Source: an optimization exercise on an open RTL-to-GDS flow (aim: small area). Production flows keep margins and buffers that such runs may drop.
The RTL was checked by simulation tests, not by an equivalence proof against the original design.
Power figures rest on the tool's default switching activity, not on a simulated workload.

==> flow/synth_cells.tcl <==
# The standard flow's synthesis script (synth_recipe.tcl) with two changes for this design:
#  - before Yosys's first synth pass, the ALU's gate modules (alu_xor2, alu_oai21, ...) are
#    mapped one-to-one onto the sky130hd cells of the same function (OWN_CELL_MAP), so the
#    hand-built adder and output multiplexer keep their structure;
#  - ABC maps the remaining logic (the operation decode) with the script in OWN_ABC_SCRIPT.
set ::own_cells_mapped 0
proc synth {args} {
  if { !$::own_cells_mapped } {
    set ::own_cells_mapped 1
    yosys techmap -map $::env(OWN_CELL_MAP) alu
  }
  yosys synth -nofsm -noshare {*}$args
}
proc abc {args} {
  set i [lsearch -exact $args -script]
  if { $i >= 0 && [info exists ::env(OWN_ABC_SCRIPT)] } {
    lset args [expr {$i + 1}] $::env(OWN_ABC_SCRIPT)
  }
  puts "abc wrapper: abc $args"
  yosys abc {*}$args
}
source $::env(SCRIPTS_DIR)/synth.tcl
# left out here: clear keep_hierarchy, flatten, clean up, hide names made inside functions, write 1_2_yosys.v
==> design.v <==
module alu_pipe (
  input  logic        clk,
  input  logic [4:0]  sel,
  input  logic [31:0] data1,
  input  logic [31:0] data2,
  output logic [31:0] result
);
  logic [4:0]  sel_q;
  logic [31:0] data1_q, data2_q, alu_y;
  always_ff @(posedge clk) begin
    sel_q   <= sel;
    data1_q <= data1;
    data2_q <= data2;
    result  <= alu_y;
  end
  alu u_alu (.sel(sel_q), .data1(data1_q), .data2(data2_q), .result(alu_y));
endmodule

module alu (
  input  logic [4:0]  sel,
  input  logic [31:0] data1,
  input  logic [31:0] data2,
  output logic [31:0] result
);
  logic [31:0] a, b;
  assign a = data1;
  assign b = data2;
  logic lo, arith, inv, cin, cinn, e_pn, e_gn, s_shl, s_shr, s_sra, s_gt, s_lt;
  assign lo    = ~sel[4] & ~sel[3];
  assign arith = lo & ~sel[2] & ~sel[1];                  
  assign e_gn  = ~(lo & ~sel[2] & sel[1]);                
  assign e_pn  = ~(lo & ((~sel[2] & sel[1] & sel[0]) | (sel[2] & ~sel[1] & ~sel[0])));   
  assign s_shl = lo & sel[2] & ~sel[1] & sel[0];          
  assign s_shr = lo & sel[2] & sel[1];                    
  assign s_sra = lo & sel[2] & sel[1] & sel[0];           
  assign s_gt  = ~sel[4] & sel[3] & ~sel[2] & ~sel[1] & ~sel[0];   
  assign s_lt  = ~sel[4] & sel[3] & ~sel[2] & ~sel[1] & sel[0];    
  assign inv   = sel[3] | (sel[0] & ~sel[1]);
  assign cin   = sel[0];
  assign cinn  = ~cin;
  logic n1, n2, n3, n4, n5, n6, n7, n8, n9, n10, n11, n12;
  logic n13, n14, n15, n16, n17, n18, n19, n20, n21, n22, n23, n24;
  logic n25, n26, n27, n28, n29, n30, n31, n32, n33, n34, n35, n36;
  logic n37, n38, n39, n40, n41, n42, n43, n44, n45, n46, n47, n48;
  logic n49, n50, n51, n52, n53, n54, n55, n56, n57, n58, n59, n60;
  logic n61, n62, n63, n64, n65, n66, n67, n68, n69, n70, n71, n72;
  logic n73, n74, n75, n76, n77, n78, n79, n80, n81, n82, n83, n84;
  logic n85, n86, n87, n88, n89, n90, n91, n92, n93, n94, n95, n96;
  logic n97, n98, n99, n100, n101, n102, n103, n104, n105, n106, n107, n108;
  logic n109, n110, n111, n112, n113, n114, n115, n116, n117, n118, n119, n120;
  logic n121, n122, n123, n124, n125, n126, n127, n128, n129, n130, n131, n132;
  logic n133, n134, n135, n136, n137, n138, n139, n140, n141, n142, n143, n144;
  logic n145, n146, n147, n148, n149, n150, n151, n152, n153, n154, n155, n156;
  logic n157, n158, n159, n160, n161, n162, n163, n164, n165, n166, n167, n168;
  logic n169, n170, n171, n172, n173, n174, n175, n176, n177, n178, n179, n180;
  logic n181, n182, n183, n184, n185, n186, n187, n188, n189, n190, n191, n192;
  logic n193, n194, n195, n196, n197, n198, n199, n200, n201, n202, n203, n204;
  logic n205, n206, n207, n208, n209, n210, n211, n212, n213, n214, n215, n216;
  logic n217, n218, n219, n220, n221, n222, n224, n226, n228, n230, n232, n234;
  logic n236, n238, n240, n242, n244, n246, n248, n250, n252, n254, n256, n258;
  logic n260, n262, n264, n266, n268, n270, n272, n274, n276, n278, n280, n282;
  logic n284;
  alu_xor2 g1 (.A(a[0]), .B(b[0]), .Y(n1));
  alu_xnor2 g2 (.A(n1), .B(inv), .Y(n2));
  alu_nand2 g3 (.A(a[0]), .B(n2), .Y(n3));
  alu_xor2 g4 (.A(a[1]), .B(b[1]), .Y(n4));
  alu_xnor2 g5 (.A(n4), .B(inv), .Y(n5));
  alu_nand2 g6 (.A(a[1]), .B(n5), .Y(n6));
  alu_xor2 g7 (.A(a[2]), .B(b[2]), .Y(n7));
  alu_xnor2 g8 (.A(n7), .B(inv), .Y(n8));
  alu_nand2 g9 (.A(a[2]), .B(n8), .Y(n9));
  alu_xor2 g10 (.A(a[3]), .B(b[3]), .Y(n10));
  alu_xnor2 g11 (.A(n10), .B(inv), .Y(n11));
  alu_nand2 g12 (.A(a[3]), .B(n11), .Y(n12));
  alu_xor2 g13 (.A(a[4]), .B(b[4]), .Y(n13));
  alu_xnor2 g14 (.A(n13), .B(inv), .Y(n14));
  alu_nand2 g15 (.A(a[4]), .B(n14), .Y(n15));
  alu_xor2 g16 (.A(a[5]), .B(b[5]), .Y(n16));
  alu_xnor2 g17 (.A(n16), .B(inv), .Y(n17));
  alu_nand2 g18 (.A(a[5]), .B(n17), .Y(n18));
  alu_xor2 g19 (.A(a[6]), .B(b[6]), .Y(n19));
  alu_xnor2 g20 (.A(n19), .B(inv), .Y(n20));
  alu_nand2 g21 (.A(a[6]), .B(n20), .Y(n21));
  alu_xor2 g22 (.A(a[7]), .B(b[7]), .Y(n22));
  alu_xnor2 g23 (.A(n22), .B(inv), .Y(n23));
  alu_nand2 g24 (.A(a[7]), .B(n23), .Y(n24));
  alu_xor2 g25 (.A(a[8]), .B(b[8]), .Y(n25));
  alu_xnor2 g26 (.A(n25), .B(inv), .Y(n26));
  alu_nand2 g27 (.A(a[8]), .B(n26), .Y(n27));
  alu_xor2 g28 (.A(a[9]), .B(b[9]), .Y(n28));
  alu_xnor2 g29 (.A(n28), .B(inv), .Y(n29));
  alu_nand2 g30 (.A(a[9]), .B(n29), .Y(n30));
  alu_xor2 g31 (.A(a[10]), .B(b[10]), .Y(n31));
  alu_xnor2 g32 (.A(n31), .B(inv), .Y(n32));
  alu_nand2 g33 (.A(a[10]), .B(n32), .Y(n33));
  alu_xor2 g34 (.A(a[11]), .B(b[11]), .Y(n34));
  alu_xnor2 g35 (.A(n34), .B(inv), .Y(n35));
  alu_nand2 g36 (.A(a[11]), .B(n35), .Y(n36));
  alu_xor2 g37 (.A(a[12]), .B(b[12]), .Y(n37));
  alu_xnor2 g38 (.A(n37), .B(inv), .Y(n38));
  alu_nand2 g39 (.A(a[12]), .B(n38), .Y(n39));
  alu_xor2 g40 (.A(a[13]), .B(b[13]), .Y(n40));
  alu_xnor2 g41 (.A(n40), .B(inv), .Y(n41));
  alu_nand2 g42 (.A(a[13]), .B(n41), .Y(n42));
  alu_xor2 g43 (.A(a[14]), .B(b[14]), .Y(n43));
  alu_xnor2 g44 (.A(n43), .B(inv), .Y(n44));
  alu_nand2 g45 (.A(a[14]), .B(n44), .Y(n45));
  alu_xor2 g46 (.A(a[15]), .B(b[15]), .Y(n46));
  alu_xnor2 g47 (.A(n46), .B(inv), .Y(n47));
  alu_nand2 g48 (.A(a[15]), .B(n47), .Y(n48));
  alu_xor2 g49 (.A(a[16]), .B(b[16]), .Y(n49));
  alu_xnor2 g50 (.A(n49), .B(inv), .Y(n50));
  alu_nand2 g51 (.A(a[16]), .B(n50), .Y(n51));
  alu_xor2 g52 (.A(a[17]), .B(b[17]), .Y(n52));
  alu_xnor2 g53 (.A(n52), .B(inv), .Y(n53));
  alu_nand2 g54 (.A(a[17]), .B(n53), .Y(n54));
  alu_xor2 g55 (.A(a[18]), .B(b[18]), .Y(n55));
  alu_xnor2 g56 (.A(n55), .B(inv), .Y(n56));
  alu_nand2 g57 (.A(a[18]), .B(n56), .Y(n57));
  alu_xor2 g58 (.A(a[19]), .B(b[19]), .Y(n58));
  alu_xnor2 g59 (.A(n58), .B(inv), .Y(n59));
  alu_nand2 g60 (.A(a[19]), .B(n59), .Y(n60));
  alu_xor2 g61 (.A(a[20]), .B(b[20]), .Y(n61));
  alu_xnor2 g62 (.A(n61), .B(inv), .Y(n62));
  alu_nand2 g63 (.A(a[20]), .B(n62), .Y(n63));
  alu_xor2 g64 (.A(a[21]), .B(b[21]), .Y(n64));
  alu_xnor2 g65 (.A(n64), .B(inv), .Y(n65));
  alu_nand2 g66 (.A(a[21]), .B(n65), .Y(n66));
  alu_xor2 g67 (.A(a[22]), .B(b[22]), .Y(n67));
  alu_xnor2 g68 (.A(n67), .B(inv), .Y(n68));
  alu_nand2 g69 (.A(a[22]), .B(n68), .Y(n69));
  alu_xor2 g70 (.A(a[23]), .B(b[23]), .Y(n70));
  alu_xnor2 g71 (.A(n70), .B(inv), .Y(n71));
  alu_nand2 g72 (.A(a[23]), .B(n71), .Y(n72));
  alu_xor2 g73 (.A(a[24]), .B(b[24]), .Y(n73));
  alu_xnor2 g74 (.A(n73), .B(inv), .Y(n74));
  alu_nand2 g75 (.A(a[24]), .B(n74), .Y(n75));
  alu_xor2 g76 (.A(a[25]), .B(b[25]), .Y(n76));
  alu_xnor2 g77 (.A(n76), .B(inv), .Y(n77));
  alu_nand2 g78 (.A(a[25]), .B(n77), .Y(n78));
  alu_xor2 g79 (.A(a[26]), .B(b[26]), .Y(n79));
  alu_xnor2 g80 (.A(n79), .B(inv), .Y(n80));
  alu_nand2 g81 (.A(a[26]), .B(n80), .Y(n81));
  alu_xor2 g82 (.A(a[27]), .B(b[27]), .Y(n82));
  alu_xnor2 g83 (.A(n82), .B(inv), .Y(n83));
  alu_nand2 g84 (.A(a[27]), .B(n83), .Y(n84));
  alu_xor2 g85 (.A(a[28]), .B(b[28]), .Y(n85));
  alu_xnor2 g86 (.A(n85), .B(inv), .Y(n86));
  alu_nand2 g87 (.A(a[28]), .B(n86), .Y(n87));
  alu_xor2 g88 (.A(a[29]), .B(b[29]), .Y(n88));
  alu_xnor2 g89 (.A(n88), .B(inv), .Y(n89));
  alu_nand2 g90 (.A(a[29]), .B(n89), .Y(n90));
  alu_xor2 g91 (.A(a[30]), .B(b[30]), .Y(n91));
  alu_xnor2 g92 (.A(n91), .B(inv), .Y(n92));
  alu_nand2 g93 (.A(a[30]), .B(n92), .Y(n93));
  alu_xor2 g94 (.A(a[31]), .B(b[31]), .Y(n94));
  alu_xnor2 g95 (.A(n94), .B(inv), .Y(n95));
  alu_nand2 g96 (.A(a[31]), .B(n95), .Y(n96));
  alu_oa21 g97 (.A1(n2), .A2(cinn), .B1(n3), .X(n97));
  alu_oai21 g98 (.A1(n5), .A2(n97), .B1(n6), .Y(n98));
  alu_oai21 g99 (.A1(n11), .A2(n9), .B1(n12), .Y(n99));
  alu_nor2 g100 (.A(n11), .B(n8), .Y(n100));
  alu_oai21 g101 (.A1(n17), .A2(n15), .B1(n18), .Y(n101));
  alu_nor2 g102 (.A(n17), .B(n14), .Y(n102));
  alu_oai21 g103 (.A1(n23), .A2(n21), .B1(n24), .Y(n103));
  alu_nor2 g104 (.A(n23), .B(n20), .Y(n104));
  alu_oai21 g105 (.A1(n29), .A2(n27), .B1(n30), .Y(n105));
  alu_nor2 g106 (.A(n29), .B(n26), .Y(n106));
  alu_oai21 g107 (.A1(n35), .A2(n33), .B1(n36), .Y(n107));
  alu_nor2 g108 (.A(n35), .B(n32), .Y(n108));
  alu_oai21 g109 (.A1(n41), .A2(n39), .B1(n42), .Y(n109));
  alu_nor2 g110 (.A(n41), .B(n38), .Y(n110));
  alu_oai21 g111 (.A1(n47), .A2(n45), .B1(n48), .Y(n111));
  alu_nor2 g112 (.A(n47), .B(n44), .Y(n112));
  alu_oai21 g113 (.A1(n53), .A2(n51), .B1(n54), .Y(n113));
  alu_nor2 g114 (.A(n53), .B(n50), .Y(n114));
  alu_oai21 g115 (.A1(n59), .A2(n57), .B1(n60), .Y(n115));
  alu_nor2 g116 (.A(n59), .B(n56), .Y(n116));
  alu_oai21 g117 (.A1(n65), .A2(n63), .B1(n66), .Y(n117));
  alu_nor2 g118 (.A(n65), .B(n62), .Y(n118));
  alu_oai21 g119 (.A1(n71), .A2(n69), .B1(n72), .Y(n119));
  alu_nor2 g120 (.A(n71), .B(n68), .Y(n120));
  alu_oai21 g121 (.A1(n77), .A2(n75), .B1(n78), .Y(n121));
  alu_nor2 g122 (.A(n77), .B(n74), .Y(n122));
  alu_oai21 g123 (.A1(n83), .A2(n81), .B1(n84), .Y(n123));
  alu_nor2 g124 (.A(n83), .B(n80), .Y(n124));
  alu_oai21 g125 (.A1(n89), .A2(n87), .B1(n90), .Y(n125));
  alu_nor2 g126 (.A(n89), .B(n86), .Y(n126));
  alu_oai21 g127 (.A1(n95), .A2(n93), .B1(n96), .Y(n127));
  alu_nor2 g128 (.A(n95), .B(n92), .Y(n128));
  alu_aoi21 g129 (.A1(n100), .A2(n98), .B1(n99), .Y(n129));
  alu_aoi21 g130 (.A1(n104), .A2(n101), .B1(n103), .Y(n130));
  alu_nand2 g131 (.A(n104), .B(n102), .Y(n131));
  alu_aoi21 g132 (.A1(n108), .A2(n105), .B1(n107), .Y(n132));
  alu_nand2 g133 (.A(n108), .B(n106), .Y(n133));
  alu_aoi21 g134 (.A1(n112), .A2(n109), .B1(n111), .Y(n134));
  alu_nand2 g135 (.A(n112), .B(n110), .Y(n135));
  alu_aoi21 g136 (.A1(n116), .A2(n113), .B1(n115), .Y(n136));
  alu_nand2 g137 (.A(n116), .B(n114), .Y(n137));
  alu_aoi21 g138 (.A1(n120), .A2(n117), .B1(n119), .Y(n138));
  alu_nand2 g139 (.A(n120), .B(n118), .Y(n139));
  alu_aoi21 g140 (.A1(n124), .A2(n121), .B1(n123), .Y(n140));
  alu_nand2 g141 (.A(n124), .B(n122), .Y(n141));
  alu_aoi21 g142 (.A1(n128), .A2(n125), .B1(n127), .Y(n142));
  alu_nand2 g143 (.A(n128), .B(n126), .Y(n143));
  alu_oai21 g144 (.A1(n131), .A2(n129), .B1(n130), .Y(n144));
  alu_oai21 g145 (.A1(n135), .A2(n132), .B1(n134), .Y(n145));
  alu_nor2 g146 (.A(n135), .B(n133), .Y(n146));
  alu_oai21 g147 (.A1(n139), .A2(n136), .B1(n138), .Y(n147));
  alu_nor2 g148 (.A(n139), .B(n137), .Y(n148));
  alu_oai21 g149 (.A1(n143), .A2(n140), .B1(n142), .Y(n149));
  alu_nor2 g150 (.A(n143), .B(n141), .Y(n150));
  alu_aoi21 g151 (.A1(n146), .A2(n144), .B1(n145), .Y(n151));
  alu_aoi21 g152 (.A1(n150), .A2(n147), .B1(n149), .Y(n152));
  alu_nand2 g153 (.A(n150), .B(n148), .Y(n153));
  alu_oai21 g154 (.A1(n153), .A2(n151), .B1(n152), .Y(n154));
  alu_inv g155 (.A(n151), .Y(n155));
  alu_aoi21 g156 (.A1(n148), .A2(n155), .B1(n147), .Y(n156));
  alu_inv g157 (.A(n144), .Y(n157));
  alu_oai21 g158 (.A1(n133), .A2(n157), .B1(n132), .Y(n158));
  alu_oai21 g159 (.A1(n137), .A2(n151), .B1(n136), .Y(n159));
  alu_oai21 g160 (.A1(n141), .A2(n156), .B1(n140), .Y(n160));
  alu_inv g161 (.A(n129), .Y(n161));
  alu_aoi21 g162 (.A1(n102), .A2(n161), .B1(n101), .Y(n162));
  alu_aoi21 g163 (.A1(n106), .A2(n144), .B1(n105), .Y(n163));
  alu_aoi21 g164 (.A1(n110), .A2(n158), .B1(n109), .Y(n164));
  alu_aoi21 g165 (.A1(n114), .A2(n155), .B1(n113), .Y(n165));
  alu_aoi21 g166 (.A1(n118), .A2(n159), .B1(n117), .Y(n166));
  alu_inv g167 (.A(n156), .Y(n167));
  alu_aoi21 g168 (.A1(n122), .A2(n167), .B1(n121), .Y(n168));
  alu_aoi21 g169 (.A1(n126), .A2(n160), .B1(n125), .Y(n169));
  alu_inv g170 (.A(n98), .Y(n170));
  alu_oai21 g171 (.A1(n8), .A2(n170), .B1(n9), .Y(n171));
  alu_oai21 g172 (.A1(n14), .A2(n129), .B1(n15), .Y(n172));
  alu_oai21 g173 (.A1(n20), .A2(n162), .B1(n21), .Y(n173));
  alu_oai21 g174 (.A1(n26), .A2(n157), .B1(n27), .Y(n174));
  alu_oai21 g175 (.A1(n32), .A2(n163), .B1(n33), .Y(n175));
  alu_inv g176 (.A(n158), .Y(n176));
  alu_oai21 g177 (.A1(n38), .A2(n176), .B1(n39), .Y(n177));
  alu_oai21 g178 (.A1(n44), .A2(n164), .B1(n45), .Y(n178));
  alu_oai21 g179 (.A1(n50), .A2(n151), .B1(n51), .Y(n179));
  alu_oai21 g180 (.A1(n56), .A2(n165), .B1(n57), .Y(n180));
  alu_inv g181 (.A(n159), .Y(n181));
  alu_oai21 g182 (.A1(n62), .A2(n181), .B1(n63), .Y(n182));
  alu_oai21 g183 (.A1(n68), .A2(n166), .B1(n69), .Y(n183));
  alu_oai21 g184 (.A1(n74), .A2(n156), .B1(n75), .Y(n184));
  alu_oai21 g185 (.A1(n80), .A2(n168), .B1(n81), .Y(n185));
  alu_inv g186 (.A(n160), .Y(n186));
  alu_oai21 g187 (.A1(n86), .A2(n186), .B1(n87), .Y(n187));
  alu_oai21 g188 (.A1(n92), .A2(n169), .B1(n93), .Y(n188));
  alu_xnor2 g189 (.A(n2), .B(cin), .Y(n189));
  alu_xor2 g190 (.A(n5), .B(n97), .Y(n190));
  alu_xnor2 g191 (.A(n8), .B(n98), .Y(n191));
  alu_xnor2 g192 (.A(n11), .B(n171), .Y(n192));
  alu_xor2 g193 (.A(n14), .B(n129), .Y(n193));
  alu_xnor2 g194 (.A(n17), .B(n172), .Y(n194));
  alu_xor2 g195 (.A(n20), .B(n162), .Y(n195));
  alu_xnor2 g196 (.A(n23), .B(n173), .Y(n196));
  alu_xnor2 g197 (.A(n26), .B(n144), .Y(n197));
  alu_xnor2 g198 (.A(n29), .B(n174), .Y(n198));
  alu_xor2 g199 (.A(n32), .B(n163), .Y(n199));
  alu_xnor2 g200 (.A(n35), .B(n175), .Y(n200));
  alu_xnor2 g201 (.A(n38), .B(n158), .Y(n201));
  alu_xnor2 g202 (.A(n41), .B(n177), .Y(n202));
  alu_xor2 g203 (.A(n44), .B(n164), .Y(n203));
  alu_xnor2 g204 (.A(n47), .B(n178), .Y(n204));
  alu_xor2 g205 (.A(n50), .B(n151), .Y(n205));
  alu_xnor2 g206 (.A(n53), .B(n179), .Y(n206));
  alu_xor2 g207 (.A(n56), .B(n165), .Y(n207));
  alu_xnor2 g208 (.A(n59), .B(n180), .Y(n208));
  alu_xnor2 g209 (.A(n62), .B(n159), .Y(n209));
  alu_xnor2 g210 (.A(n65), .B(n182), .Y(n210));
  alu_xor2 g211 (.A(n68), .B(n166), .Y(n211));
  alu_xnor2 g212 (.A(n71), .B(n183), .Y(n212));
  alu_xor2 g213 (.A(n74), .B(n156), .Y(n213));
  alu_xnor2 g214 (.A(n77), .B(n184), .Y(n214));
  alu_xor2 g215 (.A(n80), .B(n168), .Y(n215));
  alu_xnor2 g216 (.A(n83), .B(n185), .Y(n216));
  alu_xnor2 g217 (.A(n86), .B(n160), .Y(n217));
  alu_xnor2 g218 (.A(n89), .B(n187), .Y(n218));
  alu_xor2 g219 (.A(n92), .B(n169), .Y(n219));
  alu_xnor2 g220 (.A(n95), .B(n188), .Y(n220));
  alu_mux2 g221 (.A0(s_lt), .A1(s_gt), .S(n154), .X(n221));
  alu_aoi221 g222 (.A1(arith), .A2(n189), .B1(s_shr), .B2(a[1]), .C1(n221), .Y(n222));
  alu_oai221 g223 (.A1(e_pn), .A2(n2), .B1(e_gn), .B2(n3), .C1(n222), .Y(result[0]));
  alu_aoi222 g224 (.A1(arith), .A2(n190), .B1(s_shl), .B2(a[0]), .C1(s_shr), .C2(a[2]), .Y(n224));
  alu_oai221 g225 (.A1(e_pn), .A2(n5), .B1(e_gn), .B2(n6), .C1(n224), .Y(result[1]));
  alu_aoi222 g226 (.A1(arith), .A2(n191), .B1(s_shl), .B2(a[1]), .C1(s_shr), .C2(a[3]), .Y(n226));
  alu_oai221 g227 (.A1(e_pn), .A2(n8), .B1(e_gn), .B2(n9), .C1(n226), .Y(result[2]));
  alu_aoi222 g228 (.A1(arith), .A2(n192), .B1(s_shl), .B2(a[2]), .C1(s_shr), .C2(a[4]), .Y(n228));
  alu_oai221 g229 (.A1(e_pn), .A2(n11), .B1(e_gn), .B2(n12), .C1(n228), .Y(result[3]));
  alu_aoi222 g230 (.A1(arith), .A2(n193), .B1(s_shl), .B2(a[3]), .C1(s_shr), .C2(a[5]), .Y(n230));
  alu_oai221 g231 (.A1(e_pn), .A2(n14), .B1(e_gn), .B2(n15), .C1(n230), .Y(result[4]));
  alu_aoi222 g232 (.A1(arith), .A2(n194), .B1(s_shl), .B2(a[4]), .C1(s_shr), .C2(a[6]), .Y(n232));
  alu_oai221 g233 (.A1(e_pn), .A2(n17), .B1(e_gn), .B2(n18), .C1(n232), .Y(result[5]));
  alu_aoi222 g234 (.A1(arith), .A2(n195), .B1(s_shl), .B2(a[5]), .C1(s_shr), .C2(a[7]), .Y(n234));
  alu_oai221 g235 (.A1(e_pn), .A2(n20), .B1(e_gn), .B2(n21), .C1(n234), .Y(result[6]));
  alu_aoi222 g236 (.A1(arith), .A2(n196), .B1(s_shl), .B2(a[6]), .C1(s_shr), .C2(a[8]), .Y(n236));
  alu_oai221 g237 (.A1(e_pn), .A2(n23), .B1(e_gn), .B2(n24), .C1(n236), .Y(result[7]));
  alu_aoi222 g238 (.A1(arith), .A2(n197), .B1(s_shl), .B2(a[7]), .C1(s_shr), .C2(a[9]), .Y(n238));
  alu_oai221 g239 (.A1(e_pn), .A2(n26), .B1(e_gn), .B2(n27), .C1(n238), .Y(result[8]));
  alu_aoi222 g240 (.A1(arith), .A2(n198), .B1(s_shl), .B2(a[8]), .C1(s_shr), .C2(a[10]), .Y(n240));
  alu_oai221 g241 (.A1(e_pn), .A2(n29), .B1(e_gn), .B2(n30), .C1(n240), .Y(result[9]));
  alu_aoi222 g242 (.A1(arith), .A2(n199), .B1(s_shl), .B2(a[9]), .C1(s_shr), .C2(a[11]), .Y(n242));
  alu_oai221 g243 (.A1(e_pn), .A2(n32), .B1(e_gn), .B2(n33), .C1(n242), .Y(result[10]));
  alu_aoi222 g244 (.A1(arith), .A2(n200), .B1(s_shl), .B2(a[10]), .C1(s_shr), .C2(a[12]), .Y(n244));
  alu_oai221 g245 (.A1(e_pn), .A2(n35), .B1(e_gn), .B2(n36), .C1(n244), .Y(result[11]));
  alu_aoi222 g246 (.A1(arith), .A2(n201), .B1(s_shl), .B2(a[11]), .C1(s_shr), .C2(a[13]), .Y(n246));
  alu_oai221 g247 (.A1(e_pn), .A2(n38), .B1(e_gn), .B2(n39), .C1(n246), .Y(result[12]));
  alu_aoi222 g248 (.A1(arith), .A2(n202), .B1(s_shl), .B2(a[12]), .C1(s_shr), .C2(a[14]), .Y(n248));
  alu_oai221 g249 (.A1(e_pn), .A2(n41), .B1(e_gn), .B2(n42), .C1(n248), .Y(result[13]));
  alu_aoi222 g250 (.A1(arith), .A2(n203), .B1(s_shl), .B2(a[13]), .C1(s_shr), .C2(a[15]), .Y(n250));
  alu_oai221 g251 (.A1(e_pn), .A2(n44), .B1(e_gn), .B2(n45), .C1(n250), .Y(result[14]));
  alu_aoi222 g252 (.A1(arith), .A2(n204), .B1(s_shl), .B2(a[14]), .C1(s_shr), .C2(a[16]), .Y(n252));
  alu_oai221 g253 (.A1(e_pn), .A2(n47), .B1(e_gn), .B2(n48), .C1(n252), .Y(result[15]));
  alu_aoi222 g254 (.A1(arith), .A2(n205), .B1(s_shl), .B2(a[15]), .C1(s_shr), .C2(a[17]), .Y(n254));
  alu_oai221 g255 (.A1(e_pn), .A2(n50), .B1(e_gn), .B2(n51), .C1(n254), .Y(result[16]));
  alu_aoi222 g256 (.A1(arith), .A2(n206), .B1(s_shl), .B2(a[16]), .C1(s_shr), .C2(a[18]), .Y(n256));
  alu_oai221 g257 (.A1(e_pn), .A2(n53), .B1(e_gn), .B2(n54), .C1(n256), .Y(result[17]));
  alu_aoi222 g258 (.A1(arith), .A2(n207), .B1(s_shl), .B2(a[17]), .C1(s_shr), .C2(a[19]), .Y(n258));
  alu_oai221 g259 (.A1(e_pn), .A2(n56), .B1(e_gn), .B2(n57), .C1(n258), .Y(result[18]));
  alu_aoi222 g260 (.A1(arith), .A2(n208), .B1(s_shl), .B2(a[18]), .C1(s_shr), .C2(a[20]), .Y(n260));
  alu_oai221 g261 (.A1(e_pn), .A2(n59), .B1(e_gn), .B2(n60), .C1(n260), .Y(result[19]));
  alu_aoi222 g262 (.A1(arith), .A2(n209), .B1(s_shl), .B2(a[19]), .C1(s_shr), .C2(a[21]), .Y(n262));
  alu_oai221 g263 (.A1(e_pn), .A2(n62), .B1(e_gn), .B2(n63), .C1(n262), .Y(result[20]));
  alu_aoi222 g264 (.A1(arith), .A2(n210), .B1(s_shl), .B2(a[20]), .C1(s_shr), .C2(a[22]), .Y(n264));
  alu_oai221 g265 (.A1(e_pn), .A2(n65), .B1(e_gn), .B2(n66), .C1(n264), .Y(result[21]));
  alu_aoi222 g266 (.A1(arith), .A2(n211), .B1(s_shl), .B2(a[21]), .C1(s_shr), .C2(a[23]), .Y(n266));
  alu_oai221 g267 (.A1(e_pn), .A2(n68), .B1(e_gn), .B2(n69), .C1(n266), .Y(result[22]));
  alu_aoi222 g268 (.A1(arith), .A2(n212), .B1(s_shl), .B2(a[22]), .C1(s_shr), .C2(a[24]), .Y(n268));
  alu_oai221 g269 (.A1(e_pn), .A2(n71), .B1(e_gn), .B2(n72), .C1(n268), .Y(result[23]));
  alu_aoi222 g270 (.A1(arith), .A2(n213), .B1(s_shl), .B2(a[23]), .C1(s_shr), .C2(a[25]), .Y(n270));
  alu_oai221 g271 (.A1(e_pn), .A2(n74), .B1(e_gn), .B2(n75), .C1(n270), .Y(result[24]));
  alu_aoi222 g272 (.A1(arith), .A2(n214), .B1(s_shl), .B2(a[24]), .C1(s_shr), .C2(a[26]), .Y(n272));
  alu_oai221 g273 (.A1(e_pn), .A2(n77), .B1(e_gn), .B2(n78), .C1(n272), .Y(result[25]));
  alu_aoi222 g274 (.A1(arith), .A2(n215), .B1(s_shl), .B2(a[25]), .C1(s_shr), .C2(a[27]), .Y(n274));
  alu_oai221 g275 (.A1(e_pn), .A2(n80), .B1(e_gn), .B2(n81), .C1(n274), .Y(result[26]));
  alu_aoi222 g276 (.A1(arith), .A2(n216), .B1(s_shl), .B2(a[26]), .C1(s_shr), .C2(a[28]), .Y(n276));
  alu_oai221 g277 (.A1(e_pn), .A2(n83), .B1(e_gn), .B2(n84), .C1(n276), .Y(result[27]));
  alu_aoi222 g278 (.A1(arith), .A2(n217), .B1(s_shl), .B2(a[27]), .C1(s_shr), .C2(a[29]), .Y(n278));
  alu_oai221 g279 (.A1(e_pn), .A2(n86), .B1(e_gn), .B2(n87), .C1(n278), .Y(result[28]));
  alu_aoi222 g280 (.A1(arith), .A2(n218), .B1(s_shl), .B2(a[28]), .C1(s_shr), .C2(a[30]), .Y(n280));
  alu_oai221 g281 (.A1(e_pn), .A2(n89), .B1(e_gn), .B2(n90), .C1(n280), .Y(result[29]));
  alu_aoi222 g282 (.A1(arith), .A2(n219), .B1(s_shl), .B2(a[29]), .C1(s_shr), .C2(a[31]), .Y(n282));
  alu_oai221 g283 (.A1(e_pn), .A2(n92), .B1(e_gn), .B2(n93), .C1(n282), .Y(result[30]));
  alu_aoi222 g284 (.A1(arith), .A2(n220), .B1(s_shl), .B2(a[30]), .C1(s_sra), .C2(a[31]), .Y(n284));
  alu_oai221 g285 (.A1(e_pn), .A2(n95), .B1(e_gn), .B2(n96), .C1(n284), .Y(result[31]));
endmodule
module alu_xor2 (input logic A, B, output logic Y);
  assign Y = A ^ B;
endmodule
module alu_xnor2 (input logic A, B, output logic Y);
  assign Y = ~(A ^ B);
endmodule
module alu_nand2 (input logic A, B, output logic Y);
  assign Y = ~(A & B);
endmodule
module alu_nor2 (input logic A, B, output logic Y);
  assign Y = ~(A | B);
endmodule
module alu_inv (input logic A, output logic Y);
  assign Y = ~A;
endmodule
module alu_aoi21 (input logic A1, A2, B1, output logic Y);
  assign Y = ~((A1 & A2) | B1);
endmodule
module alu_oai21 (input logic A1, A2, B1, output logic Y);
  assign Y = ~((A1 | A2) & B1);
endmodule
module alu_oa21 (input logic A1, A2, B1, output logic X);
  assign X = (A1 | A2) & B1;
endmodule
module alu_aoi221 (input logic A1, A2, B1, B2, C1, output logic Y);
  assign Y = ~((A1 & A2) | (B1 & B2) | C1);
endmodule
module alu_aoi222 (input logic A1, A2, B1, B2, C1, C2, output logic Y);
  assign Y = ~((A1 & A2) | (B1 & B2) | (C1 & C2));
endmodule
module alu_oai221 (input logic A1, A2, B1, B2, C1, output logic Y);
  assign Y = ~((A1 | A2) & (B1 | B2) & C1);
endmodule
module alu_mux2 (input logic A0, A1, S, output logic X);
  assign X = S ? A1 : A0;
endmodule
==> flow/cells_map.v <==
// Generated by gen/gen2.py map: maps the ALU's gate modules (alu_*) onto sky130hd cells.
module alu_xor2 (input A, B, output Y);
  sky130_fd_sc_hd__xor2_1 _TECHMAP_REPLACE_ (.A(A), .B(B), .X(Y));
endmodule
module alu_xnor2 (input A, B, output Y);
  sky130_fd_sc_hd__xnor2_1 _TECHMAP_REPLACE_ (.A(A), .B(B), .Y(Y));
endmodule
module alu_nand2 (input A, B, output Y);
  sky130_fd_sc_hd__nand2_1 _TECHMAP_REPLACE_ (.A(A), .B(B), .Y(Y));
endmodule
module alu_nor2 (input A, B, output Y);
  sky130_fd_sc_hd__nor2_1 _TECHMAP_REPLACE_ (.A(A), .B(B), .Y(Y));
endmodule
module alu_inv (input A, output Y);
  sky130_fd_sc_hd__inv_1 _TECHMAP_REPLACE_ (.A(A), .Y(Y));
endmodule
module alu_aoi21 (input A1, A2, B1, output Y);
  sky130_fd_sc_hd__a21oi_1 _TECHMAP_REPLACE_ (.A1(A1), .A2(A2), .B1(B1), .Y(Y));
endmodule
module alu_oai21 (input A1, A2, B1, output Y);
  sky130_fd_sc_hd__o21ai_1 _TECHMAP_REPLACE_ (.A1(A1), .A2(A2), .B1(B1), .Y(Y));
endmodule
module alu_oa21 (input A1, A2, B1, output X);
  sky130_fd_sc_hd__o21a_1 _TECHMAP_REPLACE_ (.A1(A1), .A2(A2), .B1(B1), .X(X));
endmodule
module alu_oai22 (input A1, A2, B1, B2, output Y);
  sky130_fd_sc_hd__o22ai_1 _TECHMAP_REPLACE_ (.A1(A1), .A2(A2), .B1(B1), .B2(B2), .Y(Y));
endmodule
module alu_aoi22 (input A1, A2, B1, B2, output Y);
  sky130_fd_sc_hd__a22oi_1 _TECHMAP_REPLACE_ (.A1(A1), .A2(A2), .B1(B1), .B2(B2), .Y(Y));
endmodule
module alu_aoi221 (input A1, A2, B1, B2, C1, output Y);
  sky130_fd_sc_hd__a221oi_1 _TECHMAP_REPLACE_ (.A1(A1), .A2(A2), .B1(B1), .B2(B2), .C1(C1), .Y(Y));
endmodule
module alu_aoi222 (input A1, A2, B1, B2, C1, C2, output Y);
  sky130_fd_sc_hd__a222oi_1 _TECHMAP_REPLACE_ (.A1(A1), .A2(A2), .B1(B1), .B2(B2), .C1(C1), .C2(C2), .Y(Y));
endmodule
module alu_nand2b (input A_N, B, output Y);
  sky130_fd_sc_hd__nand2b_1 _TECHMAP_REPLACE_ (.A_N(A_N), .B(B), .Y(Y));
endmodule
module alu_oai221 (input A1, A2, B1, B2, C1, output Y);
  sky130_fd_sc_hd__o221ai_1 _TECHMAP_REPLACE_ (.A1(A1), .A2(A2), .B1(B1), .B2(B2), .C1(C1), .Y(Y));
endmodule
module alu_mux2 (input A0, A1, S, output X);
  sky130_fd_sc_hd__mux2_1 _TECHMAP_REPLACE_ (.A0(A0), .A1(A1), .S(S), .X(X));
endmodule
==> flow/run.sh <==
#!/bin/bash
# Own layout flow: the standard ORFS flow (standard.sh) with these changes:
#  - synthesis (flow/synth_cells.tcl): the standard flow's synthesis script, except that the ALU's gate
#    modules are mapped one-to-one onto sky130hd cells (flow/cells_map.v) before Yosys's synth,
#    ABC maps the rest with flow/abc.script, and no full/half-adder cells are extracted;
#  - port buffers are the smallest buffer, buf_1;
#  - clock tree from clkbuf_8 cells, without dummy loads;
#  - power (and so area) recovery after global routing.
# Each tool's full output is in the ORFS logs under orfs/logs/; make's output is in standard_flow.log.
set -euo pipefail
here=$(pwd)
export OWN_ABC_SCRIPT=$here/flow/abc.script
export OWN_CELL_MAP=$here/flow/cells_map.v
bash standard.sh \
  SYNTH_SCRIPT=$here/flow/synth_cells.tcl \
  ADDER_MAP_FILE= \
  "BUFFER_PORTS_ARGS=-buffer_cell sky130_fd_sc_hd__buf_1" \
  "CTS_ARGS=-sink_clustering_enable -repair_clock_nets -buf_list sky130_fd_sc_hd__clkbuf_8 -root_buf sky130_fd_sc_hd__clkbuf_8 -dont_use_dummy_load" \
  RECOVER_POWER=100 \
  finish > standard_flow.log 2>&1
==> constraint.sdc <==
create_clock -name core_clock -period 4.0 [get_ports {clk}]
set_input_delay 0.8000 -clock core_clock [delete_from_list [all_inputs] [get_ports {clk}]]
set_output_delay 0.8000 -clock core_clock [all_outputs]
set_load 0.01 [all_outputs]
==> standard.sh <==
#!/bin/bash
# synth_recipe.tcl (not shown) runs the flow's synth.tcl, then flattens the netlist and writes it again
# the make line also repeats each setting of config.mk as NAME=value (left out here)
make -C /OpenROAD-flow-scripts/flow DESIGN_CONFIG=/design/flow/config.mk WORK_HOME=/design/flow/orfs CLKGATE_MAP_FILE= SYNTH_SCRIPT=/design/flow/synth_recipe.tcl "${@:-finish}"
==> config.mk <==
export PLATFORM = sky130hd
export DESIGN_NAME = alu_pipe
export DESIGN_NICKNAME = alu_pipe
export VERILOG_FILES = /design/flow/design.v
export SDC_FILE = /design/flow/constraint.sdc
export NUM_CORES = 4
export LEC_CHECK = 0
export CAP_MARGIN = 20
export CORE_MARGIN = 2
export CORE_UTILIZATION = 40
export SETUP_SLACK_MARGIN = -0.3
export SLEW_MARGIN = 20
==> flow/abc.script <==
strash
dch -f
map -B 0.9
topo
stime -c
==> run summary <==
* Status: timing/DRC/antenna clean
* Final Wtd Congestion at between 0.8 and 0.9
* Initial DRT Pass Iterations at 6
* Fin util at 0.480
* Synth warn at 1
* Clk Latency, worst-skew pair at between 300 and 400 ps
* Hold_buf cts at 0
* Syn_nets at 481
* Clock slew at reported path FFs at 90 ps
* Critical path class: register to register
* Mapped Cells at about 400
* GRT Resource Usage Total at 0.180
* Die Y at approximately 110 µm
* Fillers at 962
* Worst hold path class: input port to register
* Critical-path maximum fanout at 8
* Synth cell types at 15
* Arrival time at the worst endpoint at between 4000 and 5000 ps
* CORE AREA at 0.0101 mm²
* Max VDD drop at between 0.2 and 0.25 mV
* PortBufs at about 100
* Placed cell count at around 660
* Layout Cells excl Fill at approximately 670
* Final setup vio count at 0
* Slowest stage delay, CP at about 440 ps
* Fin crit share at 0.962
* Vias in the first global route at between 3000 and 4000
* Die area at 0.0111 mm²
* Tightest Pin Transition at 936 ps
* CTS sink count at around 100
* Starting density of the core at 0.406
* Post-route cell area at between 0.004 and 0.005 mm²
* Initial DRC Count at 234
* Initial antenna violation count at 0
* Cell row count at 37
* Post-CTS setup buffer count at 0
* Post-layout min period at 3850 ps
* Htree depth at 3
* Syn-to-layout area delta at 18.3%
* Register bit count reported by yosys at approximately 100
* Leak Pwr at approximately 1.8 nW
* Die X-Extent at 105 µm
* Worst EP required at between 4000 and 5000 ps
* Pin count of the biggest net entering global routing at 33
* DRC Markers at 0
* Pwr dens at 444 mW/mm²
* Worst setup EP type: register
* Mapped Area at 0.00411 mm²
* TritonCTS Buffers at 9
* Post-route ant nets at 0
* Crit start category: register
* Total of max-cap violations at 0
* First-pass GRT wire length at about 16 mm
* Synth Area per Inst at roughly 10 µm²
* Wire per inst at between 10 and 15 µm
* Worst slew margin at 0.372
* # IOs at slightly above 100
* Highest-delay cell along the critical path: dfxtp_1
* Seq/Total Area, Yosys at 0.492
* Post-route setup TNS at 0 ps
* Clk_skew at around 19 ps
* Root Driver: clkbuf_8
* Final WL at between 9 and 10 mm
* N_diodes at 0
* Ratio of cells with drive above 1 in the final layout at 0.0395
* Clock Path Buffers at 2
* Final slew viol count at 0
* PnR Total Power at between 2 and 2.5 mW
* Post-detail-place hpwl at just under 7 mm
* Fmax at approximately 260 MHz
* Final #Nets at approximately 600
* Vias at between 3000 and 4000
* CTS tree: done
* Via-per-instance ratio at between 5 and 6
* CTS resizes at 0
* Worst-path cell chain: clkinv_1 > nand2_1 > nand2_2 > xnor2_1 > nand2_1 > o21a_1 > o21ai_1 > a21oi_1 > o21ai_1 > a21oi_1 > buf_4 > o21ai_0 > a21oi_1 > o21ai_1 > xnor2_1 > a222oi_1 > o221ai_1
* Placed instance area at between 0.004 and 0.005 mm²
* Total grt overflow at 0
* Final hold vios at 0
registers in the layout (all words and copies together) (netlist names):
signal / count
data1_q: 32
sel_q: 5
data2_q: 32
result: 32
critical path: cells and delay by family (launching register included):
family | cells | cell delay [ps]
buf+inv | 2 | 270
simple gates | 3 | 410
compound gates | 10 | 2160
xor+xnor | 2 | 430
flops | 1 | 440
cell usage in the layout (no fill, tap or decap), types with 2 or more instances in the layout:
master,netlist,layout
a222oi_1,31,31
o21ai_1,39,29
buf_1,0,101
inv_1,8,8
clkinv_1,5,5
nand2_1,49,48
buf_4,0,9
o221ai_1,32,32
a21oi_1,18,18
nor2_1,26,24
nand3_1,3,3
dfxtp_1,101,101
xor2_1,43,43
clkbuf_8,0,9
nor2_2,0,2
o21ai_0,0,10
xnor2_1,53,53
logic make-up after synthesis:
| family | Yosys count | synth area share |
|---|---|---|
| AOI/OAI and AO/OA | 122 | 0.217 |
| xor gates and xnor gates | 96 | 0.205 |
| buffers and inverters | 13 | 0.0119 |
| DFF | 101 | 0.492 |
| muxes | 1 | 0.00274 |
| and+or+nand+nor | 78 | 0.0721 |
path summary, 6_finish.rpt:
kind | start | to | slack (ps) | cells after the start
max reg2reg | sel_q[1]$_DFF_P_ | result[23]$_DFF_P_ | 150 | 17
max | sel_q[1]$_DFF_P_ | result[23]$_DFF_P_ | 150 | 17
min | data1[11] | data1_q[11]$_DFF_P_ | 520 | 1
min reg2reg | data1_q[13]$_DFF_P_ | result[12]$_DFF_P_ | 590 | 2
layer usage:
metal	share of wire	up-vias	track usage	routed length, µm
li1	-	1764	-	-
met1	0.44	1641	0.223	4310
met2	0.47	122	0.296	4630
met3	0.062	20	0.0414	602
met4	0.022	0	0.0867	215
met5	0	-	0	0
report_power, final:
group | switching [mW] | internal (mW)
registers | 0.0433 | 1.08
logic | 0.322 | 0.231
clock network | 0.286 | 0.202
synth_stat cells (all sizes together):
cell    count  area (µm²)
inv         8        30.0
a221oi      1        8.76
o21ai      39         195
a222oi     31         310
nor2       26        97.6
clkinv      5        18.8
xnor2      53         464
nand3       3        15.0
o21a        1        7.51
dfxtp     101        2020
mux2        1        11.3
nand2      49         184
xor2       43         377
a21oi      18        90.1
o221ai     32         280
through the flow:
stage                     worst slack [ps]  hold WS (ps)
after CTS                              205           491
after global routing                  -227           486
after detailed placement               247           578
after global placement                 403           567
final                                  152           518
after floorplan                       -144           521
layout make-up:
type | count | area, µm² | share of cell area
Multi-Input combinational cell | 297 | 2050 | 0.421
Clock buffer | 9 | 124 | 0.0255
Timing Repair Buffer | 111 | 450 | 0.0926
Inverter | 13 | 48.8 | 0.0100
Tap cell | 136 | 170 | 0.0350
Sequential cell | 101 | 2020 | 0.416

-- what the ideal ports hide --
How much do the figures lean on ideal ports? The routed layout below was timed once more, with nothing changed but the port constraints. Step 1 sets driving cells, clkbuf_16 on the clock port and buf_2 on the other inputs (assumed; they add their load-dependent delay and slew). Step 2 moves the port delays by t, midway between the first and last clock arrival at a register: inputs arrive t later, outputs are due t later. That takes back most of the time a late clock gives input paths. Three values: ideal, step 1, step 2; two values: the first two.
t (ns): 0.388
slack for setup (ns): 0.152 / 0.152 / 0.152
hold WS [ns]: 0.518 / 0.507 / 0.595
slew at the worst register clock pin (ns): 0.09 / 0.09
After both steps this run still meets setup and hold. For this run, drivers alone change the setup slack by 0.000 ns; drivers and shift together by 0.000 ns.
